This is an optimization exercise on Yosys and OpenROAD, whose aim is small area, a short achievable clock period and few clock cycles per item, not a production implementation.
Where RTL was checked, it was by simulation tests only, not by an equivalence proof against the original.
The RTL of runs 3 to 6 was laid out without a check of its function.
Power and IR drop assume default switching activity.

--- flow/config.mk ---
export PLATFORM = sky130hd
export DESIGN_NAME = SHA
export DESIGN_NICKNAME = SHA
export VERILOG_FILES = /design/flow/design.v
export SDC_FILE = /design/flow/constraint.sdc
export NUM_CORES = 8
export LEC_CHECK = 0
export CAP_MARGIN = 20
export CORE_MARGIN = 2
export CORE_UTILIZATION = 25
export PLACE_DENSITY = 0.45
export SLEW_MARGIN = 20
--- flow/constraint.sdc ---
create_clock -name core_clock -period 11.0 [get_ports {PCLK_IN}]
set_input_delay 2.2000 -clock core_clock [delete_from_list [all_inputs] [get_ports {PCLK_IN}]]
set_output_delay 2.2000 -clock core_clock [all_outputs]
set_load 0.01 [all_outputs]
--- flow/design.v ---
module SHA(
	input logic PCLK_IN,
	input logic [4:0] PADDR_IN,
	input logic PRESETn_IN,
	input logic PSEL_IN,
	input logic PENABLE_IN,
	input logic PWRITE_IN,
	input logic [31:0] PWDATA_IN,
	output logic PREADY_OUT,
	output logic [31:0] PRDATA_OUT);
	logic [31:0] M [16];    
	logic [15:0] zf;        
	logic [31:0] S [16];    
	logic [31:0] H [5];     
	logic [31:0] a, b, c, d, e;
	logic [6:0] p;          
	logic ok;               
	wire rst = !PRESETn_IN;
	wire rdy = PREADY_OUT;
	wire we = PSEL_IN & !PENABLE_IN & PWRITE_IN & rdy;
	wire st = PSEL_IN & PENABLE_IN & rdy;
	wire [3:0] k = PADDR_IN[4] ? 4'd15 : PADDR_IN[3:0];
	wire hazard = we & ({3'd0, k} <= p);
	wire restart = rdy & (!ok | hazard | (!st & p[4]));
	wire last = !rdy & (p == 7'd80);
	function automatic logic [31:0] mnext(input logic [3:0] j);
		if (we && k == j) mnext = PWDATA_IN;
		else mnext = zf[j] ? 32'd0 : M[j];
	endfunction
	wire [6:0] p1 = p + 7'd1;
	wire [31:0] wrec = S[13] ^ S[8] ^ S[2] ^ S[0];
	wire [31:0] wnew = restart ? mnext(4'd0) :
	                   (p1 < 7'd16) ? mnext(p1[3:0]) : {wrec[30:0], wrec[31]};
	logic [31:0] f, K;
	always_comb begin
		if (p < 7'd20)      begin f = (b & c) | (~b & d);          K = 32'h5a827999; end
		else if (p < 7'd40) begin f = b ^ c ^ d;                   K = 32'h6ed9eba1; end
		else if (p < 7'd60) begin f = (b & c) | (b & d) | (c & d); K = 32'h8f1bbcdc; end
		else                begin f = b ^ c ^ d;                   K = 32'hca62c1d6; end
	end
	wire [31:0] T = {a[26:0], a[31:27]} + f + e + K + S[15];
	wire ring = !rdy & (p >= 7'd76) & (p <= 7'd80);
	wire [31:0] X = (p <= 7'd78) ? {a[1:0], a[31:2]} : a;
	wire [31:0] hsum = H[4] + X;
	always_ff @(posedge PCLK_IN) begin
		for (int j = 0; j < 16; j++)
			if (we && k == j) M[j] <= PWDATA_IN;
		if (rst) zf <= 16'hffff;
		else for (int j = 0; j < 16; j++)
			if (we && k == j) zf[j] <= 1'b0;
		for (int j = 0; j < 15; j++) S[j] <= S[j+1];
		S[15] <= wnew;
		if (restart) begin
			a <= H[0]; b <= H[1]; c <= H[2]; d <= H[3]; e <= H[4];
		end else begin
			a <= T; b <= a; c <= {b[1:0], b[31:2]}; d <= c; e <= d;
		end
		if (rst) begin
			PREADY_OUT <= 1'b1;
			p <= 7'd0;
			ok <= 1'b0;
		end else begin
			if (restart || last) p <= 7'd0;
			else p <= p1;
			if (last) ok <= 1'b0;
			else if (restart) ok <= 1'b1;
			if (rdy) PREADY_OUT <= !st;
			else PREADY_OUT <= last;
		end
		if (rst) begin
			H[0] <= 32'h67452301;
			H[1] <= 32'hefcdab89;
			H[2] <= 32'h98badcfe;
			H[3] <= 32'h10325476;
			H[4] <= 32'hc3d2e1f0;
		end else if (ring) begin
			H[0] <= hsum; H[1] <= H[0]; H[2] <= H[1]; H[3] <= H[2]; H[4] <= H[3];
		end
		case (PADDR_IN)
			5'd16: PRDATA_OUT <= H[0];
			5'd17: PRDATA_OUT <= H[1];
			5'd18: PRDATA_OUT <= H[2];
			5'd19: PRDATA_OUT <= H[3];
			5'd20: PRDATA_OUT <= H[4];
			default: PRDATA_OUT <= 32'd0;
		endcase
	end
endmodule
--- flow/run.sh ---
#!/bin/bash
# synth_recipe.tcl (not shown) runs the flow's synth.tcl, then flattens the netlist and writes it again
# the make line also repeats each setting of config.mk as NAME=value (left out here)
make -C /OpenROAD-flow-scripts/flow DESIGN_CONFIG=/design/flow/config.mk WORK_HOME=/design/flow/orfs CLKGATE_MAP_FILE= SYNTH_SCRIPT=/design/flow/synth_recipe.tcl finish
==> run notes, run 1 <==
The run finished with no timing, DRC or antenna violations. The arrival time at the worst endpoint is 7440 ps. By startpoint and endpoint, the worst setup path is classified as reg2reg.

The library cell contributing the largest single delay on the critical path was dfxtp_1. For the netlist area before placement, the log shows 52,000 sq um. The category of the worst setup path capture point is a flop. The count of flip-flops with a built-in enable after synthesis was 512. Yosys mapped the design onto 82 distinct sky130hd cell types.

For this design the static power due to leakage is 23.1 nW. The CTS sink count was 1,401; the buffer depth of the longest clock path was 3. For the pin with the worst max-slew slack, the measured transition is 994 ps. In the final routed layout, each cell accounts on average for 22.3 um.

Detailed routing inserted a total of 32.8k vias. The die covers 212,000 sq um. The die span in x is 460 um, and the final setup skew is 36.5 ps. The library cells used most frequently in the layout, excluding fill and tap cells, are 888 x dfxtp_1, 723 x nand2_1, 512 x edfxtp_1. The via-per-instance ratio is 4.59, and the clock insertion delay at the later pin of the skew report is 800 ps. The primary flip-flop cell chosen by synthesis mapping is dfxtp_1.

Setup repair after global routing left no endpoint under its margin. Synthesis inferred 1,401 register bits. Of all nets on the critical path, the largest fanout is 29. The H-tree generated during clock tree synthesis spans 4 levels. IR analysis of the VDD net gives a maximum drop of 0.000161 V.

Setup violations remaining at the end of the flow were counted as 0. For this run the aggregate overflow at the end of global routing stands at 0. The remaining antenna violation count is 0.

For the setup slack after layout, the log shows 4200 ps. After detailed routing, the number of remaining DRC violations is 0. The accumulated negative setup slack is 0 ps. STA puts the critical path data required time at 11,640 ps. The net count of the finished layout is 4,567. For the overall track demand over capacity in global routing, the log shows 14.9%.

The tools report the cell count after synthesis as 4,263. Of the cells placed in the final design, the portion with a size suffix greater than 1 is 9.96%. From synthesis to final layout, the design area changed by 17.4%. Number of buffers inserted by hold repair at cts: 0. The number of max-capacitance violations reported was 0; the I/O pin total was 75.

The tools report the last weighted congestion value of the routability-driven placer as 0.848. The hold path depth is 0, and the power density over cell area is 257 nW/um^2. Detailed placement ended at an HPWL of 96,300 um. The top achievable clock speed was 0.147 GHz. The via count of the first global-routing pass came out at 32.5k. The worst slack at placement came out at 4300 ps. For the first-pass GRT wire length, the log shows 231,000 um. Subtracting the final worst setup slack from the clock period gives 6800 ps.

Library cell appearing most often on the critical path: inv_1. Counting flops with an async set or reset pin after synthesis yields a share of 0%. Synthesized netlist net count: 4,504. TritonCTS built the clock tree. The mean post-synth cell area is 12.2 sq um, and the largest incremental delay on the critical path is 590 ps.

After clock tree synthesis, the clock-pin slew on the worst setup and hold paths is 70 ps. During synthesis, Yosys emitted a total of 4 warnings. Buffers placed on the I/O ports in this run total 74. The pre-antenna-repair detailed-routing pass consisted of 6 iterations. In this run the standard cell core region covers 207,000 sq um. The total count of max-transition violations in the final report is 0, and the first-iteration detailed-routing DRC count is 2,892.

The most common library cell in the layout ignoring fill and taps is dfxtp_1. The max-slew headroom at the worst pin was 33.6%. The run gives 100 as the largest net degree at the start of global routing. The startpoint type of the worst setup path was a flop. Sequential cells were found to cover 63.8% of the synthesized design area.

The run gives 167 as the cell row count. The signal on the critical path passes through and3_1, a21oi_4, nand2_2, buf_4, inv_1, nor2_4, inv_2, fa_1, inv_1, fa_1, inv_1, fa_1, inv_1, ha_1, a21o_1, a21o_1, a21oi_1, o2111ai_1, a211oi_1, o21ai_0, a31oi_1, xor2_1, o21ai_0. The final layout contains routed wiring with a total length of 159,000 um. The tree is rooted in a clkbuf_16.

The count of buffers added by post-CTS timing repair for setup was 0. Dividing the final minimum period by the clock period gives 61.8%. The number of antenna violations at the first check in global routing is 13, and the count of endpoints failing hold in the final timing report is 0. The number of gates resized after CTS came out at 0.

The worst-case reg-to-reg path depth came out at 23. Core occupancy in the finished layout: 29.5%. In this run, CTS created clock tree buffers numbering 146. The worst hold path belongs to the class reg2reg.

The vertical die dimension was 460 um; the initial core utilization was 25.1%.
==> registers in the layout, summed over array words and instances, names as in the netlist <==
register / count
S: 512
zf: 16
H: 160
e: 32
PREADY_OUT: 1
c: 32
d: 32
a: 32
p: 7
M: 512
b: 32
PRDATA_OUT: 32
ok: 1
==> area by class of cell <==
class | instances | area, sq um
Clock buffer | 217 | 4310
Sequential cell | 1401 | 33200
Tap cell | 2704 | 3380
Antenna cell | 5 | 12.5
Multi-Input combinational cell | 2397 | 17300
Fill cell | 21100 | 146000
Timing Repair Buffer | 132 | 1170
Clock inverter | 54 | 767
Inverter | 248 | 931
==> cell usage after synthesis (37+ instances only) <==
cell type | n | area (sq um)
clkbuf_1 | 150 | 563
a222oi_1 | 64 | 641
xor2_1 | 89 | 780
o21ai_0 | 154 | 771
a21oi_1 | 79 | 395
fa_1 | 115 | 2300
xnor2_1 | 82 | 718
a21boi_0 | 64 | 480
nand4_1 | 37 | 231
dfxtp_1 | 889 | 17800
nand2_1 | 724 | 2720
a211oi_1 | 38 | 285
buf_2 | 44 | 220
ha_1 | 84 | 1050
inv_1 | 245 | 920
nand3_1 | 128 | 641
a22oi_1 | 216 | 1620
nor2_1 | 101 | 379
edfxtp_1 | 512 | 15400
==> routing by layer <==
layer  vias up  global-route usage (%)  share of wire (%)
li1      15200                       -                  -
met1     16500                    20.8                 47
met2       860                    23.6                 46
met3       206                    2.81                5.4
met4         4                    3.34                1.9
met5         -                       0              0.014
==> where the power goes <==
part | internal [mW] | switching (mW) | total [mW]
Clock | 2.97 | 2.16 | 5.13
Sequential | 5.74 | 0.295 | 6.04
Combinational | 1.76 | 2.74 | 4.50
Total | 10.5 | 5.20 | 15.7
==> stage by stage <==
stage          area [sq um]  hold slack [ps]  total power [mW]  std cells
6_report              61000              296              15.7       7158
5_1_grt               61000              303              16.6       7155
4_1_cts               61000              303              15.8       7153
3_5_place_dp          55900              312              10.6       6882
3_3_place_gp          55900              310              10.6       6882
2_1_floorplan         52000              310              9.16       4263
==> worst paths after layout <==
path	slack [ps]	end	from
max	4200	a[29]	p[3]
min	300	S[3][0]	S[4][0]
max reg2reg	4200	a[29]	p[3]
min reg2reg	300	S[3][0]	S[4][0]
==> worst max-delay path, delay by kind of cell, from the launching register on <==
| kind | cells | cell delay [ps] |
|---|---|---|
| AOI/OAI and AO/OA | 9 | 1820 |
| buffers and inverters | 6 | 1260 |
| adders and majority gates | 4 | 1860 |
| DFF | 1 | 590 |
| and+or+nand+nor | 3 | 870 |
| xor gates and xnor gates | 1 | 170 |
==> cells by family (layout without fill, tap and decap cells) <==
kind of cell	after synthesis	in the layout	synth area share, %
flip-flops	1401	1401	63.8
AO/OA/AOI/OAI	874	874	13.0
XOR/XNOR	171	171	2.88
other	0	5	0
AND/OR/NAND/NOR	1110	1110	9.24
adder cells (fa/ha/maj)	199	199	6.45
buffers and inverters	465	651	3.58
multiplexers	43	43	0.992
Testbench counts, summed over its fixed seeds: cycles 33,698, blocks 397.
==> run 2, diff against run 1 <==
==> flow/config.mk (replaced) <==
export PLATFORM = sky130hd
export DESIGN_NAME = SHA
export DESIGN_NICKNAME = SHA
export VERILOG_FILES = /design/flow/design.v
export SDC_FILE = /design/flow/constraint.sdc
export NUM_CORES = 8
export LEC_CHECK = 0
export ABC_CLOCK_PERIOD_IN_PS = 2500
export CAP_MARGIN = 20
export CORE_MARGIN = 2
export CORE_UTILIZATION = 50
export PLACE_DENSITY = 0.6
export SETUP_SLACK_MARGIN = 5
export SLEW_MARGIN = 20
==> run notes, run 2 <==
TritonCTS built the clock tree. The worst slack at placement is 4520 ps (was 4300 ps), and the share of synthesized cell area in full adder, half adder and majority cells is 6.45% (unchanged). The number of max-capacitance violations reported was 0 (unchanged).

Clock slew seen by the registers of the worst setup and hold paths: 60 ps (was 70 ps). Cell breakdown of the critical path: and3_1, a21oi_4, nand2_2, buf_8, clkinvlp_4, buf_4, a221oi_2, fa_1, fa_1, inv_1, ha_1, inv_1, fa_1, nor2b_1, o21ai_0, a21oi_1, o211a_2, a21oi_2, o41ai_1, a21oi_1, xnor2_1, o21ai_1 (was and3_1, a21oi_4, nand2_2, buf_4, inv_1, nor2_4, inv_2, fa_1, inv_1, fa_1, inv_1, fa_1, inv_1, ha_1, a21o_1, a21o_1, a21oi_1, o2111ai_1, a211oi_1, o21ai_0, a31oi_1, xor2_1, o21ai_0). The max-slew headroom at the worst pin is 18.3% (was 33.6%), and the largest net degree at the start of global routing is 221 (was 100). For the number of buffers inserted by hold repair at cts, the log shows 0 (unchanged). The run gives 54,300 sq um (was 55,900 sq um) as the placed standard-cell area.

The logs give 0 (unchanged) for the total count of max-transition violations in the final report and 32.5k (about the same) for the via count of the first global-routing pass. The first-pass GRT wire length was 210,000 um (was 231,000 um); the mux cell area share after synthesis was 0.992% (unchanged). The tools report the number of different library cells in the post-synthesis netlist as 82 (unchanged). The register area share after synthesis was 63.8% (unchanged); the core occupancy in the finished layout was 57.3% (was 29.5%). The buffer depth of the longest clock path is 3 (unchanged). Arrival time at the worst endpoint: 6220 ps (was 7440 ps).

The final setup skew was 40.1 ps (was 36.5 ps); the sum of internal, switching and leakage power was 15.4 mW (was 15.7 mW). The shortest period the worst path allows is 5600 ps (was 6800 ps). The most common cell in the netlist is dfxtp_1 (unchanged). The worst vdd rail ir drop is 0.000191 V (was 0.000161 V).

The most common library cell in the layout ignoring fill and taps is dfxtp_1 (unchanged). The accumulated negative setup slack was 0 ps (unchanged); the remaining antenna violation count was 0 (unchanged). Leftover overflow at the end of global routing: 0 (unchanged). The via-per-instance ratio came out at 5.72 (was 4.59). The CTS root buffer is clkbuf_16 (unchanged).

For the cell leakage power, the log shows 23.0 nW (was 23.1 nW). The initial core utilization came out at 50.3% (was 25.1%). Category of the worst setup path capture point: a flop (unchanged).

The number of antenna violations at the first check in global routing is 14 (was 13). The family of cells with the greatest summed delay on the critical path is compound AO/OA/AOI/OAI gates (was adder cells). The synthesis-stage register bit count was 1,401 (unchanged).

The synthesized-area fraction occupied by ao, oa, aoi and oai cells is 13.0% (unchanged). The library cell contributing the largest single delay on the critical path was fa_1 (was dfxtp_1). The average wire per standard cell was 24.2 um (was 22.3 um). The final layout net count is 4,563 (was 4,567), and the count of endpoints failing hold in the final timing report is 0 (unchanged). The cell taking the most area after synthesis is dfxtp_1 (unchanged).

Most frequent cells in the layout: 885 x dfxtp_1, 722 x nand2_1, 512 x edfxtp_1 (was 888 x dfxtp_1, 723 x nand2_1, 512 x edfxtp_1). The overall track demand over capacity in global routing was 26.3% (was 14.9%); the first-iteration detailed-routing DRC count was 3,441 (was 2,892). The period utilization was 50.9% (was 61.8%). For the cell row count, the log shows 118 (was 167). The post-layout instance area is 59,200 sq um (was 61,000 sq um), and the top-area cell type share of the netlist area is 34.2% (unchanged).

The share of flip-flops with an asynchronous set or reset after synthesis is 0% (unchanged), and the power density over cell area is 260 nW/um^2 (was 257 nW/um^2). The number of iterations in the first detailed-routing pass is 7 (was 6), and the required time of the worst setup path is 11,610 ps (was 11,640 ps). Setup repair after global routing left no endpoint under its margin. The startpoint type of the worst setup path is a flop (unchanged).

The largest incremental delay on the critical path works out to 480 ps (was 590 ps). The count of flip-flops with a built-in enable after synthesis was 512 (unchanged); the vertical die dimension was 326 um (was 460 um). The flow ran to the end and the layout has no timing, DRC or antenna violations.

The total via count after detailed routing is 33.3k (was 32.8k). Type of the worst setup path: reg2reg (unchanged). The last weighted congestion value of the routability-driven placer is 0.877 (was 0.848), and the CTS sink count is 1,401 (unchanged).

The cell count after synthesis was 4,263 (unchanged); the measured slew at the worst slew-check pin was 1230 ps (was 994 ps). The fraction of layout instances using a drive strength above 1 was 9.91% (was 9.96%); the setup slack after layout was 5400 ps (was 4200 ps). The top achievable clock speed is 0.178 GHz (was 0.147 GHz).

The logs give 0 (unchanged) for the number of endpoints failing setup at the final stage and 142 (was 146) for the number of buffers created by CTS. The total area of sequential cells was 33,200 sq um (about the same); the die span in x was 326 um (was 460 um). Count of input and output buffers: 74 (unchanged).

Core outline area: 103,000 sq um (was 207,000 sq um). The maximum level of the CTS H-tree was 4 (unchanged); the highest fanout seen on the critical path was 29 (unchanged). The number of design rule violations left after detail routing is 0 (unchanged). The worst hold-check path type was reg2reg (unchanged). Multi-input combinational cell area: 17,300 sq um (about the same).

Main combinational cell family by area after synthesis: compound AO/OA/AOI/OAI gates (unchanged). The run gives 75 (unchanged) as the I/O pin total. The run gives 4,504 (unchanged) as the synthesized netlist net count. The buffers plus inverters on the worst setup path works out to 5 (was 6). The mean post-synth cell area was 12.2 sq um (unchanged). Top flop regs: M: 512 flops, S: 512 flops, H: 160 flops (unchanged). The xor and xnor area share after synthesis was 2.88% (unchanged).

Top cells by area in the synthesized netlist: dfxtp_1 34%, edfxtp_1 30%, nand2_1 5.2% (unchanged). The final wirelength was 141,000 um (was 159,000 um); the area added between synthesis and finish was 13.9% (was 17.4%). The area fraction in and, or, nand and nor cells after synthesis is 9.24% (unchanged), and the estimated wirelength of the detail-placed design is 85,000 um (was 96,300 um). The library cell appearing most often on the critical path is fa_1 (was inv_1).

The full die area came out at 107,000 sq um (was 212,000 sq um). Top post-synthesis cells by count: 889 x dfxtp_1, 724 x nand2_1, 512 x edfxtp_1 (unchanged). Primary flip-flop cell chosen by synthesis mapping: dfxtp_1 (unchanged). The number of warnings reported in the yosys synthesis log is 4 (unchanged), and the netlist area before placement is 52,000 sq um (unchanged).

The clock insertion delay at the later pin of the skew report is 770 ps (was 800 ps). The run gives 8,500 (was 21.1k) as the number of filler instances in the final layout.
run 2: cell counts after synthesis:
Identical to the previous run, type by type.
run 2: cell families (layout without fill, tap and decap cells):
family	Yosys count	count (layout)
muxes	43	43
buffers and inverters	465	643
and+or+nand+nor	1110	1110
DFF	1401	1401
other	0	6
adders and majority gates	199	199
AOI/OAI and AO/OA	874	874
xor gates and xnor gates	171	171
run 2: final cells by class:
| class | count | area share, % |
|---|---|---|
| sequential | 1401 | 56.1 |
| multi-input combinational | 2397 | 29.2 |
| clock buffer | 203 | 6.85 |
| tap | 1380 | 2.92 |
| timing repair buffer | 132 | 2.06 |
| inverter | 248 | 1.58 |
| clock inverter | 60 | 1.27 |
| antenna | 6 | 0.0254 |
run 2: path summary, 6_finish.rpt:
path                            startpoint        to  slack (ps)  cells after the start
worst max-delay path                  p[3]     a[31]        5400                     22
worst min-delay path              S[6][23]  S[5][23]         300                      0
worst max register to register        p[3]     a[31]        5400                     22
worst min register to register    S[6][23]  S[5][23]         300                      0
run 2: metrics by stage:
step | instances | hold WS [ps]
finish | 5827 | 298
CTS | 5819 | 287
global route | 5826 | 294
floorplan | 4263 | 310
global placement | 5555 | 310
detailed placement | 5555 | 312
run 2: power by group:
part	internal (mW)	leakage [nW]	switching, mW
logic	1.76	8.71	2.73
clock network	2.79	2.35	2.09
registers	5.74	12.0	0.269
run 2: layer usage:
layer,GRT usage (%),up-vias,part of all wire [%]
li1,-,15200,-
met1,38.1,16600,45
met2,41.0,1275,46
met3,3.77,243,6.8
met4,8.72,4,2.9
met5,0,-,0.019
run 2: timing repair:
item / CTS / global route
endpoints found under the hold margin: 0 / 0
buffers inserted: 1 / 2
pin swaps: 0 / 1
resized for setup: 7 / 8
endpoints found under the setup margin: 14 / 18
run 2: worst register-to-register path: cells and delay by family (launching register included):
family / cells / cell delay (ps)
adder cells (fa/ha/maj): 4 / 1560
buffers and inverters: 5 / 840
AO/OA/AOI/OAI: 9 / 1930
flip-flops: 1 / 460
XOR/XNOR: 1 / 140
AND/OR/NAND/NOR: 3 / 530
==> run 3, diff against run 2 <==
--- a/flow/design.v
+++ b/flow/design.v
@@ -12,11 +12,12 @@
 	logic [15:0] zf;        
 	logic [31:0] S [16];    
 	logic [31:0] H [5];     
-	logic [31:0] a, b, c, d, e;
+	logic [31:0] a, b, c, d, eK;
 	logic [6:0] p;          
+	logic [1:0] ph;         
 	logic ok;               
+	logic rdy;              
 	wire rst = !PRESETn_IN;
-	wire rdy = PREADY_OUT;
 	wire we = PSEL_IN & !PENABLE_IN & PWRITE_IN & rdy;
 	wire st = PSEL_IN & PENABLE_IN & rdy;
 	wire [3:0] k = PADDR_IN[4] ? 4'd15 : PADDR_IN[3:0];
@@ -31,16 +32,28 @@
 	wire [31:0] wrec = S[13] ^ S[8] ^ S[2] ^ S[0];
 	wire [31:0] wnew = restart ? mnext(4'd0) :
 	                   (p1 < 7'd16) ? mnext(p1[3:0]) : {wrec[30:0], wrec[31]};
-	logic [31:0] f, K;
+	logic fch, fmaj;        
+	wire [31:0] f = fch ? ((b & c) | (~b & d)) :
+	                fmaj ? ((b & c) | (b & d) | (c & d)) : (b ^ c ^ d);
+	wire [31:0] a5 = {a[26:0], a[31:27]};
+	wire [31:0] w = S[15];
+	wire [31:0] s1 = eK ^ w ^ a5;
+	wire [31:0] c1 = (eK & w) | (eK & a5) | (w & a5);
+	wire [31:0] c1s = {c1[30:0], 1'b0};
+	wire [31:0] s2 = s1 ^ c1s ^ f;
+	wire [31:0] c2 = (s1 & c1s) | (s1 & f) | (c1s & f);
+	wire [31:0] T = s2 + {c2[30:0], 1'b0};
+	logic [31:0] Kn;
 	always_comb begin
-		if (p < 7'd20)      begin f = (b & c) | (~b & d);          K = 32'h5a827999; end
-		else if (p < 7'd40) begin f = b ^ c ^ d;                   K = 32'h6ed9eba1; end
-		else if (p < 7'd60) begin f = (b & c) | (b & d) | (c & d); K = 32'h8f1bbcdc; end
-		else                begin f = b ^ c ^ d;                   K = 32'hca62c1d6; end
+		case (ph)
+			2'd0: Kn = (p == 7'd19) ? 32'h6ed9eba1 : 32'h5a827999;
+			2'd1: Kn = (p == 7'd39) ? 32'h8f1bbcdc : 32'h6ed9eba1;
+			default: Kn = (p == 7'd59) ? 32'hca62c1d6 : (ph == 2'd2) ? 32'h8f1bbcdc : 32'hca62c1d6;
+		endcase
 	end
-	wire [31:0] T = {a[26:0], a[31:27]} + f + e + K + S[15];
-	wire ring = !rdy & (p >= 7'd76) & (p <= 7'd80);
-	wire [31:0] X = (p <= 7'd78) ? {a[1:0], a[31:2]} : a;
+	wire [31:0] dK = d + Kn;
+	wire ring = !rdy & (p >= 7'd76);
+	wire [31:0] X = rdy ? 32'h5a827999 : (p <= 7'd78) ? {a[1:0], a[31:2]} : a;
 	wire [31:0] hsum = H[4] + X;
 	always_ff @(posedge PCLK_IN) begin
 		for (int j = 0; j < 16; j++)
@@ -51,21 +64,40 @@
 		for (int j = 0; j < 15; j++) S[j] <= S[j+1];
 		S[15] <= wnew;
 		if (restart) begin
-			a <= H[0]; b <= H[1]; c <= H[2]; d <= H[3]; e <= H[4];
+			a <= H[0]; b <= H[1]; c <= H[2]; d <= H[3]; eK <= hsum;
 		end else begin
-			a <= T; b <= a; c <= {b[1:0], b[31:2]}; d <= c; e <= d;
+			a <= T; b <= a; c <= {b[1:0], b[31:2]}; d <= c; eK <= dK;
 		end
 		if (rst) begin
 			PREADY_OUT <= 1'b1;
+			rdy <= 1'b1;
 			p <= 7'd0;
+			ph <= 2'd0;
+			fch <= 1'b1;
+			fmaj <= 1'b0;
 			ok <= 1'b0;
 		end else begin
-			if (restart || last) p <= 7'd0;
-			else p <= p1;
+			if (restart || last) begin
+				p <= 7'd0;
+				ph <= 2'd0;
+				fch <= 1'b1;
+				fmaj <= 1'b0;
+			end else begin
+				if (p == 7'd19) fch <= 1'b0;
+				if (p == 7'd39) fmaj <= 1'b1;
+				if (p == 7'd59) fmaj <= 1'b0;
+				p <= p1;
+				if (p == 7'd19 || p == 7'd39 || p == 7'd59) ph <= ph + 2'd1;
+			end
 			if (last) ok <= 1'b0;
 			else if (restart) ok <= 1'b1;
-			if (rdy) PREADY_OUT <= !st;
-			else PREADY_OUT <= last;
+			if (rdy) begin
+				PREADY_OUT <= !(PSEL_IN & PENABLE_IN);
+				rdy <= !st;
+			end else begin
+				PREADY_OUT <= last;
+				rdy <= last;
+			end
 		end
 		if (rst) begin
 			H[0] <= 32'h67452301;
==> run notes, run 3 <==
Top post-synthesis cells by count: 893 x dfxtp_1, 750 x nand2_1, 512 x edfxtp_1 (was 889 x dfxtp_1, 724 x nand2_1, 512 x edfxtp_1). The library cell contributing the largest single delay on the critical path is buf_4 (was fa_1). For the number of max-capacitance violations reported, the log shows 0 (unchanged).

Top flop regs: M: 512 flops, S: 512 flops, H: 160 flops (unchanged). The number of warnings reported in the yosys synthesis log was 4 (unchanged). The worst-case reg-to-reg path depth was 19 (was 22).

The measured slew at the worst slew-check pin is 1100 ps (was 1230 ps). The share of flip-flops with an asynchronous set or reset after synthesis came out at 0% (unchanged). The remaining antenna violation count was 0 (unchanged); the slack of the worst reg-to-reg path was 5650 ps (was 5400 ps).

The I/O pin total is 75 (unchanged). The top-area cell type share of the netlist area was 33.9% (was 34.2%). The startpoint type of the worst setup path was a primary input (was a flop). Area fraction in and, or, nand and nor cells after synthesis: 11.0% (was 9.24%). The accumulated negative setup slack is 0 ps (unchanged). The tools report the first-iteration detailed-routing DRC count as 3,604 (was 3,441). The worst hold-check path type is reg2reg (unchanged).

The synthesized netlist net count came out at 4,795 (was 4,504). Top cells by area in the synthesized netlist: dfxtp_1 34%, edfxtp_1 29%, nand2_1 5.3% (was dfxtp_1 34%, edfxtp_1 30%, nand2_1 5.2%). The via-per-instance ratio was 5.68 (was 5.72); the final setup skew was 23.5 ps (was 40.1 ps).

Most common library cell in the layout ignoring fill and taps: dfxtp_1 (unchanged). The tools report the final cell count without fillers as 6,109 (was 5,827). The fraction of layout instances using a drive strength above 1 is 8.02% (was 9.91%), and the shortest period the worst path allows is 5460 ps (was 5600 ps).

The count of input and output buffers is 74 (unchanged). The number of antenna violations at the first check in global routing came out at 3 (was 14). Cell breakdown of the critical path: clkdlybuf4s50_1, nor2_1, inv_1, ha_1, nor2b_1, o21ai_0, nand2b_1, a21oi_1, o21ai_0, nand3_1, and2_4, buf_4, buf_4, o21ai_0 (was and3_1, a21oi_4, nand2_2, buf_8, clkinvlp_4, buf_4, a221oi_2, fa_1, fa_1, inv_1, ha_1, inv_1, fa_1, nor2b_1, o21ai_0, a21oi_1, o211a_2, a21oi_2, o41ai_1, a21oi_1, xnor2_1, o21ai_1). Xor and xnor area share after synthesis: 3.16% (was 2.88%). Mean post-synth cell area: 11.6 sq um (was 12.2 sq um). Count of buffers added by post-CTS timing repair for setup: 0 (was 1). The run finished with no timing, DRC or antenna violations. Average wire per standard cell: 23.5 um (was 24.2 um). The largest incremental delay on the critical path was 660 ps (was 480 ps). The estimated wirelength of the detail-placed design was 88,200 um (was 85,000 um); the number of cells after detailed placement was 5,838 (was 5,555). The reg-to-reg endpoint was eK[31] (was a[31]). The count of endpoints failing hold in the final timing report is 0 (unchanged), and the final layout net count is 4,838 (was 4,563). The number of gates resized after CTS was 0 (was 7); the cell count after synthesis was 4,552 (was 4,263). The run gives 0 (unchanged) as the number of design rule violations left after detail routing. The tools report the first-pass GRT wire length as 214,000 um (was 210,000 um).

Power density over cell area: 245 nW/um^2 (was 260 nW/um^2). The critical path launch point is PADDR_IN[1] (was p[3]). The type of the worst setup path is in2reg (was reg2reg).

The leftover overflow at the end of global routing was 0 (unchanged). The main combinational cell family by area after synthesis was compound AO/OA/AOI/OAI gates (unchanged). The maximum level of the CTS H-tree is 4 (unchanged), and the total count of max-transition violations in the final report is 0 (unchanged). The number of filler instances in the final layout is 8,749 (was 8,500), and the total via count after detailed routing is 34.7k (was 33.3k). TritonCTS built the clock tree.

The vertical die dimension works out to 329 um (was 326 um). The post-route worst hold slack came out at 316 ps (was 298 ps). The run gives 23.1 nW (was 23.0 nW) as the cell leakage power. Largest net degree at the start of global routing: 183 (was 221). The core outline area is 105,000 sq um (was 103,000 sq um). The number of buffers created by CTS came out at 146 (was 142). For the number of different library cells in the post-synthesis netlist, the log shows 83 (was 82).

Setup repair after global routing left no endpoint under its margin. For the via count of the first global-routing pass, the log shows 33.3k (was 32.5k). Primary flip-flop cell chosen by synthesis mapping: dfxtp_1 (unchanged). The tools report the number of endpoints failing setup at the final stage as 0 (unchanged). The final wirelength came out at 144,000 um (was 141,000 um). The required time of the worst setup path is 11,600 ps (was 11,610 ps), and the CTS sink count is 1,405 (was 1,401). The full die area was 108,000 sq um (was 107,000 sq um). Cell row count: 119 (was 118). Most frequent cells in the layout: 891 x dfxtp_1, 748 x nand2_1, 512 x edfxtp_1 (was 885 x dfxtp_1, 722 x nand2_1, 512 x edfxtp_1).

For the max-slew headroom at the worst pin, the log shows 26.5% (was 18.3%). The tools report the top achievable clock speed as 0.183 GHz (was 0.178 GHz). The category of the worst setup path capture point is a flop (unchanged). The last weighted congestion value of the routability-driven placer is 0.871 (was 0.877). The synthesis-stage register bit count is 1,405 (was 1,401), and the clock slew seen by the registers of the worst setup and hold paths is 60 ps (about the same). The tools report the launching point of the worst reg2reg path as p[0] (was p[3]). The share of synthesized cell area in full adder, half adder and majority cells came out at 6.14% (was 6.45%). The highest fanout seen on the critical path works out to 66 (was 29). The register area share after synthesis was 63.0% (was 63.8%); the die span in x was 329 um (was 326 um). The netlist area before placement is 52,700 sq um (was 52,000 sq um), and the area added between synthesis and finish is 13.6% (was 13.9%).

CTS root buffer: clkbuf_16 (unchanged). For the buffer depth of the longest clock path, the log shows 3 (unchanged). The endpoint of the worst setup timing path is eK[12] (was a[31]).

The cell taking the most area after synthesis was dfxtp_1 (unchanged). The overall track demand over capacity in global routing came out at 26.6% (was 26.3%). The clock insertion delay at the later pin of the skew report is 770 ps (about the same). The period utilization was 49.6% (was 50.9%); the arrival time at the worst endpoint was 6060 ps (was 6220 ps). Count of flip-flops with a built-in enable after synthesis: 512 (unchanged).

The most common cell in the netlist is dfxtp_1 (unchanged). The initial core utilization is 50.2% (was 50.3%), and the synthesized-area fraction occupied by ao, oa, aoi and oai cells is 11.1% (was 13.0%). The number of iterations in the first detailed-routing pass was 5 (was 7).

The library cell appearing most often on the critical path was o21ai_0 (was fa_1). The number of buffers inserted by hold repair at cts was 0 (unchanged); the worst vdd rail ir drop was 0.000169 V (was 0.000191 V). The mux cell area share after synthesis works out to 2.73% (was 0.992%).
run 3: cell types whose count changed after synthesis, moves of 30 or more:
cell | before | now
nor3_1 | 9 | 39
clkbuf_1 | 150 | 205
a21boi_0 | 64 | 1
a311oi_1 | 3 | 33
o21ai_0 | 154 | 121
a211oi_1 | 38 | 76
a211o_1 | 35 | 4
mux2i_1 | 20 | 102
nor2_1 | 101 | 228
buf_2 | 44 | 9
a311oi_2 | 30 | 0
inv_1 | 245 | 161
a21oi_1 | 79 | 300
a222oi_1 | 64 | 8
run 3: cells by family (layout without fill, tap and decap cells):
kind of cell    after synthesis  in the layout
compound gates              892            892
xor+xnor                    190            190
fa+ha+maj                   201            201
buf+inv                     398            561
flops                      1405           1405
mux                         135            135
other cells                   0              3
simple gates               1331           1331
run 3: report_power, final:
part	switching (mW)	internal (mW)	leakage, nW
clock	2.10	2.84	2.40
sequential	0.356	5.77	12.0
combinational	2.18	1.44	8.66
run 3: metal layers:
layer / GRT usage, % / routed length (um) / up-vias
met4: 7.31 / 3070 / 4
met5: 0 / 25 / -
met3: 4.06 / 9840 / 187
li1: - / - / 16100
met1: 39.1 / 65400 / 17200
met2: 41.1 / 65300 / 1264
run 3: area by class of cell:
type,count,area (sq um),share of cell area (%)
tap,1391,1740,2.91
sequential,1405,33300,55.5
inverter,162,608,1.02
antenna,3,7.51,0.0125
multi-input combinational,2749,18200,30.4
timing repair buffer,131,1170,1.95
clock buffer,208,4150,6.93
clock inverter,60,749,1.25
run 3: worst min-delay path by stage:
| stage | from | endpoint | cells after the start |
|---|---|---|---|
| 6_report | S[12][7] | S[11][7] | 0 |
| 5_1_grt | S[14][22] | S[13][22] | 0 |
| 4_1_cts | S[12][7] | S[11][7] | 0 |
| 3_5_place_dp | S[9][31] | S[8][31] | 0 |
| 3_3_place_gp | S[6][29] | S[5][29] | 0 |
| 2_1_floorplan | S[1][0] | S[0][0] | 0 |
run 3: metrics by stage:
| stage | util, % | power [mW] | worst slack [ps] | instance area [sq um] |
|---|---|---|---|---|
| 2_1_floorplan | - | 8.69 | 5970 | 52700 |
| 3_3_place_gp | 52.4 | 9.78 | 4910 | 55000 |
| 3_5_place_dp | 52.4 | 9.83 | 4830 | 55000 |
| 4_1_cts | 57.1 | 14.8 | 5640 | 59900 |
| 5_1_grt | 57.1 | 15.5 | 5290 | 59900 |
| 6_report | 57.1 | 14.7 | 5540 | 59900 |
run 3: worst max-delay path: cells and delay by family:
family,cells,cell delay (ps)
AOI/OAI and AO/OA,4,570
adders and majority gates,1,300
buffers and inverters,4,1890
and+or+nand+nor,5,1040
==> run 4, diff against run 3 <==
==> flow/flow/run.sh (new file) <==
#!/bin/bash
# The standard layout, with repair_timing aiming for a larger setup slack.
set -euo pipefail
bash standard.sh SETUP_SLACK_MARGIN=7.5 finish > standard.log 2>&1
==> flow/standard.sh (new file) <==
#!/bin/bash
# synth_recipe.tcl (not shown) runs the flow's synth.tcl, then flattens the netlist and writes it again
# the make line also repeats each setting of config.mk as NAME=value (left out here)
make -C /OpenROAD-flow-scripts/flow DESIGN_CONFIG=/design/flow/config.mk WORK_HOME=/design/flow/orfs CLKGATE_MAP_FILE= SYNTH_SCRIPT=/design/flow/synth_recipe.tcl "${@:-finish}"
==> flow/config.mk (replaced) <==
export PLATFORM = sky130hd
export DESIGN_NAME = SHA
export DESIGN_NICKNAME = SHA
export VERILOG_FILES = /design/flow/design.v
export SDC_FILE = /design/flow/constraint.sdc
export NUM_CORES = 8
export LEC_CHECK = 0
export CAP_MARGIN = 20
export CORE_MARGIN = 2
export CORE_UTILIZATION = 50
export PLACE_DENSITY = 0.6
export SLEW_MARGIN = 20
removed: flow/run.sh
==> run notes, run 4 <==
The buffer depth of the longest clock path is 3 (unchanged), and the multi-input combinational cell area is 21,100 sq um (was 18,200 sq um). The cell count after synthesis is 4,552 (unchanged). The tools report the critical path launch point as c[1] (was PADDR_IN[1]). Average wire per standard cell: 26.1 um (was 23.5 um). The logs give 23.8 ps (was 23.5 ps) for the final setup skew and 0.228 GHz (was 0.183 GHz) for the top achievable clock speed. The final layout net count came out at 5,095 (was 4,838). Core occupancy in the finished layout: 63.1% (was 57.1%). The initial core utilization came out at 50.2% (unchanged). Cell taking the most area after synthesis: dfxtp_1 (unchanged). The highest fanout seen on the critical path is 4 (was 66), and the power density over cell area is 242 nW/um^2 (was 245 nW/um^2).

The number of iterations in the first detailed-routing pass was 6 (was 5). Top cells by area in the synthesized netlist: dfxtp_1 34%, edfxtp_1 29%, nand2_1 5.3% (unchanged). The period utilization is 39.8% (was 49.6%), and the number of different library cells in the post-synthesis netlist is 83 (unchanged).

The via-per-instance ratio is 5.89 (was 5.68), and the fraction of layout instances using a drive strength above 1 is 23.2% (was 8.02%). For the worst vdd rail ir drop, the log shows 0.000183 V (was 0.000169 V). Synthesized-area fraction occupied by ao, oa, aoi and oai cells: 11.1% (unchanged). For the core outline area, the log shows 105,000 sq um (unchanged). The estimated wirelength of the detail-placed design was 87,500 um (was 88,200 um); the share of flip-flops with an asynchronous set or reset after synthesis was 0% (unchanged).

The first-iteration detailed-routing DRC count came out at 3,820 (was 3,604). The vertical die dimension is 329 um (unchanged), and the total via count after detailed routing is 37.4k (was 34.7k). Top-area cell type share of the netlist area: 33.9% (unchanged). Max-slew headroom at the worst pin: 32.0% (was 26.5%). Number of endpoints failing setup at the final stage: 0 (unchanged). The number of design rule violations left after detail routing is 0 (unchanged). The count of flip-flops with a built-in enable after synthesis was 512 (unchanged). The tools report the CTS sink count as 1,405 (unchanged). The share of synthesized cell area in full adder, half adder and majority cells works out to 6.14% (unchanged). Startpoint type of the worst setup path: a flop (was a primary input).

The worst-case reg-to-reg path depth is 19 (unchanged). The run gives 238,000 um (was 214,000 um) as the first-pass GRT wire length. The number of max-capacitance violations reported was 0 (unchanged); the largest net degree at the start of global routing was 84 (was 183). Clock insertion delay at the later pin of the skew report: 770 ps (about the same). Setup repair after global routing could not meet its margin everywhere. The xor and xnor area share after synthesis came out at 3.16% (unchanged). The primary flip-flop cell chosen by synthesis mapping is dfxtp_1 (unchanged). Most frequent cells in the layout: 868 x dfxtp_1, 597 x nand2_1, 512 x edfxtp_1 (was 891 x dfxtp_1, 748 x nand2_1, 512 x edfxtp_1). Endpoint of the worst setup timing path: a[15] (was eK[12]). The required time of the worst setup path is 11,700 ps (was 11,600 ps). The mean post-synth cell area came out at 11.6 sq um (unchanged).

Most common library cell in the layout ignoring fill and taps: dfxtp_1 (unchanged). The leftover overflow at the end of global routing was 0 (unchanged); the number of antenna violations at the first check in global routing was 7 (was 3). The netlist area before placement was 52,700 sq um (unchanged); the maximum level of the CTS H-tree was 4 (unchanged).

Type of the worst setup path: reg2reg (was in2reg). The clock slew seen by the registers of the worst setup and hold paths works out to 60 ps (about the same). The reg-to-reg endpoint is a[15] (was eK[31]).

The mux cell area share after synthesis was 2.73% (unchanged). Slack of the worst reg-to-reg path: 6620 ps (was 5650 ps). The synthesis-stage register bit count was 1,405 (unchanged).

The tools report the register area share after synthesis as 63.0% (unchanged). The category of the worst setup path capture point is a flop (unchanged). The logs give 0 (unchanged) for the number of buffers inserted by hold repair at cts and 145 (was 146) for the number of buffers created by CTS. Main combinational cell family by area after synthesis: compound AO/OA/AOI/OAI gates (unchanged).

The area added between synthesis and finish works out to 25.6% (was 13.6%). The run gives 108,000 sq um (unchanged) as the full die area. The accumulated negative setup slack came out at 0 ps (unchanged).

The cell leakage power is 25.7 nW (was 23.1 nW), and the synthesized netlist net count is 4,795 (unchanged). The measured slew at the worst slew-check pin is 1020 ps (was 1100 ps). The total count of max-transition violations in the final report came out at 0 (unchanged). Most common cell in the netlist: dfxtp_1 (unchanged). For the number of filler instances in the final layout, the log shows 8,077 (was 8,749). The die span in x was 329 um (unchanged).

The last weighted congestion value of the routability-driven placer came out at 0.894 (was 0.871). The run gives 35.7k (was 33.3k) as the via count of the first global-routing pass. Launching point of the worst reg2reg path: c[1] (was p[0]). The run gives 4 (unchanged) as the number of warnings reported in the yosys synthesis log.

The I/O pin total came out at 75 (unchanged). CTS root buffer: clkbuf_16 (unchanged). The worst hold-check path type was reg2reg (unchanged). The post-route worst hold slack was 317 ps (was 316 ps); the final wirelength was 166,000 um (was 144,000 um). TritonCTS built the clock tree. The total area of sequential cells came out at 33,300 sq um (about the same). Count of endpoints failing hold in the final timing report: 0 (unchanged).

The count of input and output buffers was 74 (unchanged); the overall track demand over capacity in global routing was 30.1% (was 26.6%). The area fraction in and, or, nand and nor cells after synthesis is 11.0% (unchanged). The shortest period the worst path allows was 4380 ps (was 5460 ps).

For the remaining antenna violation count, the log shows 0 (unchanged). The run finished with no timing, DRC or antenna violations. Top post-synthesis cells by count: 893 x dfxtp_1, 750 x nand2_1, 512 x edfxtp_1 (unchanged).

For the cell row count, the log shows 119 (unchanged). Top flop regs: M: 512 flops, S: 512 flops, H: 160 flops (unchanged). The arrival time at the worst endpoint is 5080 ps (was 6060 ps).
[run 4: changes by cell type in the layout (fill, tap and decap cells not counted), moves of 56 or more]
cell and change:
nand2_1 -151, buf_4 +97, nand2_2 +93, a21oi_1 -62, a211oi_1 -61, nand2_4 +57
a211oi_2 +56
[run 4: final cells by class]
type	count	area share, %
Timing Repair Buffer	374	6.92
Antenna cell	2	0.00756
Multi-Input combinational cell	2764	31.8
Clock inverter	60	0.962
Tap cell	1391	2.63
Sequential cell	1405	50.3
Inverter	162	0.930
Clock buffer	204	6.44
[run 4: power breakdown]
part	switching (mW)	internal (mW)	leakage (nW)
clock network	2.08	2.93	2.41
logic	2.73	2.09	11.2
registers	0.405	5.78	12.0
total	5.21	10.8	25.7
[run 4: worst max-delay path: stages (launching register included)]
cell and delay [ps]:
dfxtp_2 330, fa_1 540, mux2i_1 70, nor2_1 140, a21oi_2 50, fa_1 470
inv_2 80, ha_4 140, inv_2 40, fa_2 360, nand2b_4 170, a21oi_4 180
o41a_1 340, o21ai_0 170, a21oi_1 220, o21ai_0 100, nand2b_1 130, a21oi_1 100
or4b_2 610, nand4_1 90
[run 4: logic make-up (layout without fill, tap and decap cells)]
kind of cell / count (synthesis) / count (layout)
flip-flops: 1405 / 1405
AND/OR/NAND/NOR: 1331 / 1346
AO/OA/AOI/OAI: 892 / 892
buffers and inverters: 398 / 800
adder cells (fa/ha/maj): 201 / 201
XOR/XNOR: 190 / 190
multiplexers: 135 / 135
other: 0 / 2
[run 4: repair_timing]
action	in CTS	in global routing
gates resized for setup	601	312
cloned	59	6
hold endpoints to repair	0	0
endpoints found under the setup margin	778	314
pin swaps	177	195
setup buffers	131	61
[run 4: per-stage QoR]
step           area [sq um]  worst slack, ps  power [mW]  instances
6_report              66200             6620        16.0       6362
5_1_grt               66200             6480        16.7       6361
4_1_cts               64300             6610        15.6       6293
3_5_place_dp          55300             4870        9.90       5839
3_3_place_gp          55300             4940        9.86       5839
2_1_floorplan         53500             6740        8.80       4552
[run 4: per-layer routing]
layer  up-vias  wire (um)  share of wire, %  global-route usage (%)
li1      16700          -                 -                       -
met1     18600      69100                42                    40.8
met2      1695      76200                46                    47.3
met3       453      12600               7.6                    5.65
met4         8       8330               5.0                    13.4
met5         -         54             0.032                       0
[run 4: worst min-delay path by stage]
stage                         start  cells after the start  slack [ps]   endpoint
after global placement     S[6][16]                      0         310   S[5][16]
after global routing       S[4][29]                      0         320   S[3][29]
after floorplan             S[1][0]                      0         310    S[0][0]
final                     S[12][22]                      0         320  S[11][22]
after detailed placement  S[11][26]                      0         310  S[10][26]
after CTS                 S[12][22]                      0         310  S[11][22]
==> run 5, diff against run 4 <==
==> flow/design.v (replaced) <==
module SHA(
	input logic PCLK_IN,
	input logic [4:0] PADDR_IN,
	input logic PRESETn_IN,
	input logic PSEL_IN,
	input logic PENABLE_IN,
	input logic PWRITE_IN,
	input logic [31:0] PWDATA_IN,
	output logic PREADY_OUT,
	output logic [31:0] PRDATA_OUT);
	localparam logic [31:0] K0 = 32'h5a827999, K1 = 32'h6ed9eba1,
	                        K2 = 32'h8f1bbcdc, K3 = 32'hca62c1d6;
	logic [31:0] M [16];    
	logic [15:0] zf;        
	logic [31:0] S [16];    
	logic [31:0] H [5];     
	logic [31:0] a, b, c, d, eKW;
	logic [6:0] p;          
	logic [15:0] oh;        
	logic [15:0] th;        
	logic sch;              
	logic [1:0] kn;         
	logic fch, fmaj;        
	logic ok;               
	logic rdy;              
	wire rst = !PRESETn_IN;
	wire we = PSEL_IN & !PENABLE_IN & PWRITE_IN & rdy;
	wire st = PSEL_IN & PENABLE_IN & rdy;
	wire [3:0] k = PADDR_IN[4] ? 4'd15 : PADDR_IN[3:0];
	wire hazard = we & th[k];
	wire w0 = we & (k == 4'd0);
	wire need = !ok | hazard | (p[4] & !st);
	wire ld = rdy & need & !w0;       
	wire inv = rdy & need & w0;       
	wire last = !rdy & (p == 7'd80);
	wire [31:0] f = fch ? ((b & c) | (~b & d)) :
	                fmaj ? ((b & c) | (b & d) | (c & d)) : (b ^ c ^ d);
	wire [31:0] a5 = {a[26:0], a[31:27]};
	wire [31:0] T = a5 + f + eKW;
	logic [31:0] msel;
	always_comb begin
		msel = 32'd0;
		for (int j = 0; j < 16; j++)
			if (oh[j] && !zf[j]) msel = msel | M[j];
	end
	wire [31:0] wrec = S[13] ^ S[8] ^ S[2] ^ S[0];
	wire [31:0] wn = sch ? {wrec[30:0], wrec[31]} : msel;
	wire [31:0] kv = (kn == 2'd0) ? K0 : (kn == 2'd1) ? K1 : (kn == 2'd2) ? K2 : K3;
	wire [31:0] eKWn = d + kv + wn;
	wire [31:0] m0 = zf[0] ? 32'd0 : M[0];
	wire [31:0] X = rdy ? K0 : (p <= 7'd78) ? {a[1:0], a[31:2]} : a;
	wire [31:0] Y = rdy ? m0 : 32'd0;
	wire [31:0] hsum = H[4] + X + Y;
	wire ring = !rdy & (p >= 7'd76);
	always_ff @(posedge PCLK_IN) begin
		for (int j = 0; j < 16; j++)
			if (we && k == j) M[j] <= PWDATA_IN;
		if (rst) zf <= 16'hffff;
		else for (int j = 0; j < 16; j++)
			if (we && k == j) zf[j] <= 1'b0;
		for (int j = 0; j < 15; j++) S[j] <= S[j+1];
		if (ld) begin
			S[15] <= m0;
			a <= H[0]; b <= H[1]; c <= H[2]; d <= H[3]; eKW <= hsum;
		end else begin
			S[15] <= wn;
			a <= T; b <= a; c <= {b[1:0], b[31:2]}; d <= c; eKW <= eKWn;
		end
		if (rst || ld || last) begin
			p <= 7'd0;
			oh <= 16'h0002;
			th <= 16'h0003;
			sch <= 1'b0;
			kn <= 2'd0;
			fch <= 1'b1;
			fmaj <= 1'b0;
		end else begin
			p <= p + 7'd1;
			oh <= {oh[14:0], 1'b0};
			th <= {th[14:0], 1'b1};
			sch <= sch | oh[15];
			if (p == 7'd18) kn <= 2'd1;
			if (p == 7'd38) kn <= 2'd2;
			if (p == 7'd58) kn <= 2'd3;
			fch <= (kn == 2'd0);
			fmaj <= (kn == 2'd2);
		end
		if (rst) begin
			PREADY_OUT <= 1'b1;
			rdy <= 1'b1;
			ok <= 1'b0;
		end else begin
			if (last || inv) ok <= 1'b0;
			else if (ld) ok <= 1'b1;
			if (rdy) begin
				PREADY_OUT <= !(PSEL_IN & PENABLE_IN);
				rdy <= !(PSEL_IN & PENABLE_IN);
			end else begin
				PREADY_OUT <= last;
				rdy <= last;
			end
		end
		if (rst) begin
			H[0] <= 32'h67452301;
			H[1] <= 32'hefcdab89;
			H[2] <= 32'h98badcfe;
			H[3] <= 32'h10325476;
			H[4] <= 32'hc3d2e1f0;
		end else if (ring) begin
			H[0] <= hsum; H[1] <= H[0]; H[2] <= H[1]; H[3] <= H[2]; H[4] <= H[3];
		end
		case (PADDR_IN)
			5'd16: PRDATA_OUT <= H[0];
			5'd17: PRDATA_OUT <= H[1];
			5'd18: PRDATA_OUT <= H[2];
			5'd19: PRDATA_OUT <= H[3];
			5'd20: PRDATA_OUT <= H[4];
			default: PRDATA_OUT <= 32'd0;
		endcase
	end
endmodule
==> run notes, run 5 <==
The run finished with no timing, DRC or antenna violations. The first-iteration detailed-routing DRC count is 4,264 (was 3,820). The logs give 0 (unchanged) for the total count of max-transition violations in the final report and 39.0% (was 38.6%) for the sequential power share.

The number of antenna violations at the first check in global routing came out at 10 (was 7). The clock slew seen by the registers of the worst setup and hold paths is 60 ps (about the same). Startpoint of the most critical hold path: S[1][6] (was S[12][22]).

The fraction of layout instances using a drive strength above 1 was 25.7% (was 23.2%). The vertical die dimension was 330 um (was 329 um); the synthesized-area fraction occupied by ao, oa, aoi and oai cells was 11.8% (was 11.1%). The count of flip-flops with a built-in enable after synthesis came out at 512 (unchanged). The max-slew headroom at the worst pin was 19.7% (was 32.0%). The run gives 5500 ps (was 5080 ps) as the arrival time at the worst endpoint.

Period utilization: 44.4% (was 39.8%). Final setup skew: 37.8 ps (was 23.8 ps). The type of the worst setup path was reg2reg (unchanged). The via-per-instance ratio was 5.90 (was 5.89); the clock power share was 32.7% (was 31.3%). Logic gate share of total power: 28.3% (was 30.1%). The total via count after detailed routing was 37.8k (was 37.4k).

The top-area cell type share of the netlist area was 34.8% (was 33.9%); the cell-internal power was 10.5 mW (was 10.8 mW). The tools report the cell row count as 119 (unchanged). The required time of the worst setup path was 11,630 ps (was 11,700 ps); the area fraction in and, or, nand and nor cells after synthesis was 10.5% (was 11.0%). The leftover overflow at the end of global routing was 0 (unchanged); the buffer depth of the longest clock path was 3 (unchanged). The hold path depth was 0 (unchanged).

Reg-to-reg endpoint: eKW[28] (was a[15]). The via count of the first global-routing pass came out at 35.6k (was 35.7k). Most common cell in the netlist: dfxtp_1 (unchanged). Cell taking the most area after synthesis: dfxtp_1 (unchanged).

For the number of endpoints failing setup at the final stage, the log shows 0 (unchanged). Setup repair after global routing could not meet its margin everywhere. The die span in x came out at 330 um (was 329 um). Worst-case reg-to-reg path depth: 22 (was 19).

The primary flip-flop cell chosen by synthesis mapping was dfxtp_1 (unchanged). The estimated wirelength of the detail-placed design came out at 89,500 um (was 87,500 um). The mean post-synth cell area works out to 11.8 sq um (was 11.6 sq um). The highest fanout seen on the critical path came out at 15 (was 4).

The tools report the launching point of the worst reg2reg path as p[0] (was c[1]). The category of the worst setup path capture point is a flop (unchanged). The core outline area is 105,000 sq um (about the same). The largest net degree at the start of global routing is 174 (was 84). The worst hold-check path type is reg2reg (unchanged). The average wire per standard cell came out at 26.7 um (was 26.1 um). The tools report the CTS root buffer as clkbuf_16 (unchanged). Mux cell area share after synthesis: 1.28% (was 2.73%). Top flop regs: M: 512 flops, S: 512 flops, H: 160 flops (unchanged). The shortest period the worst path allows is 4880 ps (was 4380 ps), and the power density over cell area is 221 nW/um^2 (was 242 nW/um^2).

For the netlist area before placement, the log shows 53,100 sq um (was 52,700 sq um). The sum of internal, switching and leakage power came out at 15.2 mW (was 16.0 mW). The main combinational cell family by area after synthesis is compound AO/OA/AOI/OAI gates (unchanged).

The worst vdd rail ir drop came out at 0.000192 V (was 0.000183 V). The logs give 4.61 mW (was 5.21 mW) for the net switching power figure and 4,517 (was 4,552) for the cell count after synthesis. The run gives 30.7% (was 30.1%) as the overall track demand over capacity in global routing.

The synthesis-stage register bit count came out at 1,435 (was 1,405). The logs give 0.912 (was 0.894) for the last weighted congestion value of the routability-driven placer and 27.1 nW (was 25.7 nW) for the cell leakage power. TritonCTS built the clock tree. The tools report the initial core utilization as 50.4% (was 50.2%). The switching part of the total power was 30.4% (was 32.6%); the synthesized netlist net count was 4,787 (was 4,795). The full die area is 109,000 sq um (was 108,000 sq um). The tools report the CTS sink count as 1,435 (was 1,405). The share of flip-flops with an asynchronous set or reset after synthesis was 0% (unchanged); the number of design rule violations left after detail routing was 0 (unchanged).

The number of buffers created by CTS is 145 (unchanged), and the measured slew at the worst slew-check pin is 1190 ps (was 1020 ps). Xor and xnor area share after synthesis: 2.93% (was 3.16%). The area added between synthesis and finish came out at 28.8% (was 25.6%). The most common library cell in the layout ignoring fill and taps is dfxtp_1 (unchanged). The share of synthesized cell area in full adder, half adder and majority cells came out at 6.91% (was 6.14%). The logs give 0 (unchanged) for the count of endpoints failing hold in the final timing report and 6120 ps (was 6620 ps) for the slack of the worst reg-to-reg path.

For the remaining antenna violation count, the log shows 0 (unchanged). The run gives 4 (unchanged) as the maximum level of the CTS H-tree. Most frequent cells in the layout: 884 x dfxtp_1, 609 x nand2_1, 512 x edfxtp_1 (was 868 x dfxtp_1, 597 x nand2_1, 512 x edfxtp_1).

The clock insertion delay at the later pin of the skew report is 770 ps (about the same), and the I/O pin total is 75 (unchanged). Endpoint with the worst hold slack: S[0][6] (was S[11][22]). Startpoint type of the worst setup path: a flop (unchanged). The register area share after synthesis came out at 63.7% (was 63.0%). Top post-synthesis cells by count: 923 x dfxtp_1, 777 x nand2_1, 512 x edfxtp_1 (was 893 x dfxtp_1, 750 x nand2_1, 512 x edfxtp_1). The count of input and output buffers is 74 (unchanged), and the accumulated negative setup slack is 0 ps (unchanged). The final wirelength was 171,000 um (was 166,000 um).

Top cells by area in the synthesized netlist: dfxtp_1 35%, edfxtp_1 29%, nand2_1 5.5% (was dfxtp_1 34%, edfxtp_1 29%, nand2_1 5.3%). For the number of filler instances in the final layout, the log shows 7,695 (was 8,077). The number of different library cells in the post-synthesis netlist is 71 (was 83), and the first-pass GRT wire length is 242,000 um (was 238,000 um). The logs give 5,160 (was 5,095) for the final layout net count and 0.205 GHz (was 0.228 GHz) for the top achievable clock speed.

Number of max-capacitance violations reported: 0 (unchanged). The number of warnings reported in the yosys synthesis log is 4 (unchanged). The number of iterations in the first detailed-routing pass is 19 (was 6), and the number of buffers inserted by hold repair at cts is 0 (unchanged).
[run 5: metal layers]
metal / part of all wire, % / up-vias / track usage (%)
li1: - / 16700 / -
met5: 0.032 / - / 0
met1: 41 / 18800 / 42.7
met2: 44 / 1896 / 46.6
met4: 4.6 / 8 / 12.1
met3: 10 / 438 / 7.13
[run 5: metrics by stage]
step	hold WS (ps)	instances	worst slack, ps	utilization (%)	area, sq um
floorplan	310	4517	6620	-	54100
global placement	310	5827	4650	53.0	55900
detailed placement	312	5827	4570	53.0	55900
CTS	305	6332	6210	63.2	66600
global route	313	6405	6000	64.9	68400
finish	314	6406	6120	64.9	68500
[run 5: cells by family after synthesis]
group | Yosys count
flops | 1435
simple gates | 1294
compound gates | 911
buf+inv | 409
fa+ha+maj | 228
xor+xnor | 177
mux | 63
[run 5: final cells by class]
class                           instances  area, sq um  area share (%)
Antenna cell                            5         12.5          0.0183
Clock buffer                          210         4240            6.19
Clock inverter                         57          606           0.885
Inverter                              197          746            1.09
Multi-Input combinational cell       2674        21100            30.8
Sequential cell                      1435        33900            49.6
Tap cell                             1391         1740            2.54
Timing Repair Buffer                  437         6060            8.86
[run 5: repair_timing]
item                                    4_1_cts  5_1_grt
endpoints found under the setup margin      821      468
gates resized for setup                     834      314
setup buffers                               166       61
pin swaps                                   266      166
gates cloned                                 72        8
[run 5: how the worst max path moves through the flow]
stage                startpoint  slack (ps)  endpoint
floorplan                  p[0]        6620  H[0][23]
global placement    PADDR_IN[0]        4650     a[31]
detailed placement  PADDR_IN[0]        4570     a[31]
CTS                        p[0]        6210  H[0][30]
global route               p[0]        6000  H[0][30]
finish                     p[0]        6120   eKW[28]
[run 5: critical path, cell delays in order (launching register included)]
cell and delay [ps]:
dfxtp_4 360, inv_4 40, ha_4 150, and4b_2 310
o31a_1 220, buf_4 130, buf_4 110, bufbuf_16 300
nand2_1 70, a21oi_1 170, fa_1 440, ha_1 420
nand4_1 210, nor2_2 180, nand2_1 170, a211oi_2 460
a211o_1 220, a41o_1 210, buf_4 120, buf_6 90
nor2_4 30, xor2_2 200, mux2i_1 110
[run 5: power groups by stage]
stage	clock, mW	sequential, mW	combinational, mW
detailed placement	0	6.00	2.64
CTS	5.03	5.89	3.68
floorplan	0	5.91	2.05
global placement	0	6.00	2.61
finish	4.96	5.90	4.29
global route	5.24	5.92	4.56
==> run 6, diff against run 5 <==
==> flow/run.sh (new file) <==
#!/bin/bash
# synth_recipe.tcl (not shown) runs the flow's synth.tcl, then flattens the netlist and writes it again
# the make line also repeats each setting of config.mk as NAME=value (left out here)
make -C /OpenROAD-flow-scripts/flow DESIGN_CONFIG=/design/flow/config.mk WORK_HOME=/design/flow/orfs CLKGATE_MAP_FILE= SYNTH_SCRIPT=/design/flow/synth_recipe.tcl finish
--- a/flow/config.mk
+++ b/flow/config.mk
@@ -5,8 +5,10 @@
 export SDC_FILE = /design/flow/constraint.sdc
 export NUM_CORES = 8
 export LEC_CHECK = 0
+export ABC_CLOCK_PERIOD_IN_PS = 2500
 export CAP_MARGIN = 20
 export CORE_MARGIN = 2
 export CORE_UTILIZATION = 50
 export PLACE_DENSITY = 0.6
+export SETUP_SLACK_MARGIN = 5
 export SLEW_MARGIN = 20
removed: flow/flow/run.sh
removed: flow/standard.sh
==> run notes, run 6 <==
Most frequent cells in the layout: 920 x dfxtp_1, 777 x nand2_1, 512 x edfxtp_1 (was 884 x dfxtp_1, 609 x nand2_1, 512 x edfxtp_1). Buffer depth of the longest clock path: 3 (unchanged). The switching part of the total power came out at 28.5% (was 30.4%). Top flop regs: M: 512 flops, S: 512 flops, H: 160 flops (unchanged). The power density over cell area was 224 nW/um^2 (was 221 nW/um^2). The worst vdd rail ir drop is 0.000160 V (was 0.000192 V). For the synthesized netlist net count, the log shows 4,787 (unchanged).

The worst-case reg-to-reg path depth is 17 (was 22). The CTS sink count is 1,435 (unchanged), and the top achievable clock speed is 0.171 GHz (was 0.205 GHz). The tools report the cell-internal power as 9.71 mW (was 10.5 mW). The main combinational cell family by area after synthesis is compound AO/OA/AOI/OAI gates (unchanged).

The first-iteration detailed-routing DRC count is 3,570 (was 4,264), and the cell row count is 119 (unchanged). The final wirelength is 144,000 um (was 171,000 um), and the final cell count without fillers is 6,101 (was 6,406). The CTS root buffer is clkbuf_16 (unchanged). Average wire per standard cell: 23.7 um (was 26.7 um). The core occupancy in the finished layout is 57.5% (was 64.9%).

The accumulated negative setup slack is 0 ps (unchanged), and the die span in x is 330 um (unchanged). The final setup skew is 22.2 ps (was 37.8 ps), and the period utilization is 53.0% (was 44.4%). The flow ran to the end and the layout has no timing, DRC or antenna violations. The number of design rule violations left after detail routing came out at 0 (unchanged).

The run gives 89,600 um (was 89,500 um) as the estimated wirelength of the detail-placed design. The endpoint of the worst setup timing path is a[31] (was eKW[28]). The shortest period the worst path allows was 5830 ps (was 4880 ps); the fraction of layout instances using a drive strength above 1 was 8.41% (was 25.7%). The leftover overflow at the end of global routing is 0 (unchanged). The tools report the cell count after synthesis as 4,517 (unchanged). The net switching power figure was 3.86 mW (was 4.61 mW); the cell leakage power was 23.9 nW (was 27.1 nW).

The mux cell area share after synthesis works out to 1.28% (unchanged). For the number of antenna violations at the first check in global routing, the log shows 5 (was 10). The tools report the clock power share as 37.6% (was 32.7%). For the logic gate share of total power, the log shows 19.1% (was 28.3%). For the slack of the worst reg-to-reg path, the log shows 5170 ps (was 6120 ps).

Most common library cell in the layout ignoring fill and taps: dfxtp_1 (unchanged). For the last weighted congestion value of the routability-driven placer, the log shows 0.935 (was 0.912). The mean post-synth cell area came out at 11.8 sq um (unchanged). Top post-synthesis cells by count: 923 x dfxtp_1, 777 x nand2_1, 512 x edfxtp_1 (unchanged).

The via count of the first global-routing pass came out at 32.5k (was 35.6k). The tools report the max-slew headroom at the worst pin as 27.4% (was 19.7%). The tools report the count of endpoints failing hold in the final timing report as 0 (unchanged).

The synthesis-stage register bit count works out to 1,435 (unchanged). The core outline area is 105,000 sq um (unchanged). The initial core utilization is 50.4% (unchanged). The synthesized-area fraction occupied by ao, oa, aoi and oai cells was 11.8% (unchanged); the area fraction in and, or, nand and nor cells after synthesis was 10.5% (unchanged).

The maximum level of the CTS H-tree is 4 (unchanged). The run gives 34.6k (was 37.8k) as the total via count after detailed routing. For the clock insertion delay at the later pin of the skew report, the log shows 770 ps (about the same). The number of cells after detailed placement was 5,831 (was 5,827). The tools report the sequential power share as 43.3% (was 39.0%). TritonCTS built the clock tree. Count of flip-flops with a built-in enable after synthesis: 512 (unchanged).

The number of buffers created by CTS is 147 (was 145). The number of different library cells in the post-synthesis netlist is 71 (unchanged), and the share of flip-flops with an asynchronous set or reset after synthesis is 0% (unchanged). The xor and xnor area share after synthesis was 2.93% (unchanged).

Category of the worst setup path capture point: a flop (unchanged). The logs give 19 (unchanged) for the number of iterations in the first detailed-routing pass and 109,000 sq um (unchanged) for the full die area. Top cells by area in the synthesized netlist: dfxtp_1 35%, edfxtp_1 29%, nand2_1 5.5% (unchanged). The register area share after synthesis was 63.7% (unchanged); the number of max-capacitance violations reported was 0 (unchanged). The top-area cell type share of the netlist area was 34.8% (unchanged); the arrival time at the worst endpoint was 6480 ps (was 5500 ps). The first-pass GRT wire length was 213,000 um (was 242,000 um). The type of the worst setup path was reg2reg (unchanged).
==> run 6: cell types whose count changed in the layout (fill, tap and decap cells not counted), sizes merged, moves of 2 or more <==
cell / change
buf: -315
diode: -4
clkdlybuf4s50: +41
clkinv: +6
bufbuf: -9
dlygate4sd2: -2
clkbuf: -22
inv: +4
clkdlybuf4s15: -4
==> run 6: cells by family after synthesis <==
group | after synthesis
multiplexers | 63
flip-flops | 1435
AO/OA/AOI/OAI | 911
AND/OR/NAND/NOR | 1294
XOR/XNOR | 177
adder cells (fa/ha/maj) | 228
buffers and inverters | 409
==> run 6: worst min path at each step <==
stage,cells past startpoint,start,slack [ps],endpoint
after floorplan,0,S[1][0],310,S[0][0]
after global placement,0,S[10][8],310,S[9][8]
after detailed placement,0,S[12][29],310,S[11][29]
after CTS,0,S[14][14],310,S[13][14]
after global routing,0,S[9][4],320,S[8][4]
final,0,S[11][26],310,S[10][26]
==> run 6: repair_timing <==
action / in CTS / in global routing
gates resized for setup: 0 / 2
setup endpoints to repair: 0 / 5
setup buffers: 0 / 1
==> run 6: layout make-up <==
class                      count  area (sq um)  area share, %
inverter                     197           739           1.22
sequential                  1435         33900           55.8
timing repair buffer         136          1220           2.02
clock buffer                 200          4290           7.07
multi-input combinational   2673         18000           29.7
antenna                        1          2.50        0.00413
clock inverter                68           757           1.25
tap                         1391          1740           2.87
==> run 6: critical path, stage by stage, from the launching register on <==
cell and delay [ps]:
dfxtp_2 660, buf_4 530, nor2_1 100, a21oi_1 180, fa_1 440, inv_1 70, ha_1 200, inv_1 80
fa_1 470, nand2b_1 190, a211oi_1 540, o21ai_0 430, a21o_1 330, a21bo_2 270, a311oi_1 600, o31ai_1 280
mux2i_1 210, nand3_1 100
==> run 6: metrics by stage <==
step	worst slack (ps)	total power, mW	hold slack [ps]	instance area, sq um
final	5170	13.6	313	60600
after global routing	5010	14.2	316	60600
after CTS	5200	13.6	310	60600
after detailed placement	4380	8.53	312	55600
after global placement	4530	8.49	310	55600
after floorplan	5690	7.84	310	53100
==> run 6: layer usage <==
layer	GRT usage (%)	vias to the layer above	routed length [um]
met5	0	-	40
met4	8.45	6	3970
met3	5.06	239	11300
met2	41.5	1338	65800
met1	37.7	17000	63300
li1	-	16000	-
==> run 6: power groups by stage <==
| stage | clock network [mW] | registers (mW) | logic (mW) |
|---|---|---|---|
| 2_1_floorplan | 0 | 5.91 | 1.92 |
| 4_1_cts | 5.17 | 5.88 | 2.56 |
| 5_1_grt | 5.38 | 5.90 | 2.93 |
| 3_5_place_dp | 0 | 5.99 | 2.53 |
| 6_report | 5.10 | 5.88 | 2.60 |
| 3_3_place_gp | 0 | 5.99 | 2.49 |

-- re-timing with driven ports --
Ports are ideal in the flow. The routed layouts listed here were re-timed in OpenROAD.
Step 1 (the two cells are an assumption about what drives the block):
set clk [get_ports {PCLK_IN}]
set_driving_cell -lib_cell sky130_fd_sc_hd__clkbuf_16 $clk
set_driving_cell -lib_cell sky130_fd_sc_hd__buf_2 [delete_from_list [all_inputs] $clk]
Step 2, shift: input delay + t, output delay - t, t = (earliest + latest rising clock arrival at the registers) / 2. This alone moves slack from input paths to output paths.
a / b / c = no drivers / after step 1 / after step 2; a / b = the first two.
| run | t (ns) | setup WS [ns] | slew at the worst register clock pin (ns) | worst slew at a driven data input, ns |
|---|---|---|---|---|
| run 1 | 0.855 | 4.204 / 4.204 / 4.204 | 0.07 / 0.07 | 0.19 |
| run 2 | 0.823 | 5.397 / 5.397 / 4.712 | 0.06 / 0.06 | 0.14 |
| run 3 | 0.825 | 5.542 / 5.573 / 4.749 | 0.06 / 0.06 | 0.17 |
| run 4 | 0.827 | 6.621 / 6.621 / 6.363 | 0.07 / 0.07 | 0.17 |
| run 5 | 0.816 | 6.121 / 6.121 / 6.121 | 0.07 / 0.07 | 0.21 |
| run 6 | 0.835 | 5.166 / 5.166 / 4.577 | 0.07 / 0.07 | 0.17 |
After both steps every run listed still meets setup and hold. The setup slack of run 3, which loses most, moves by +0.031 ns with the drivers and by -0.793 ns with both steps.
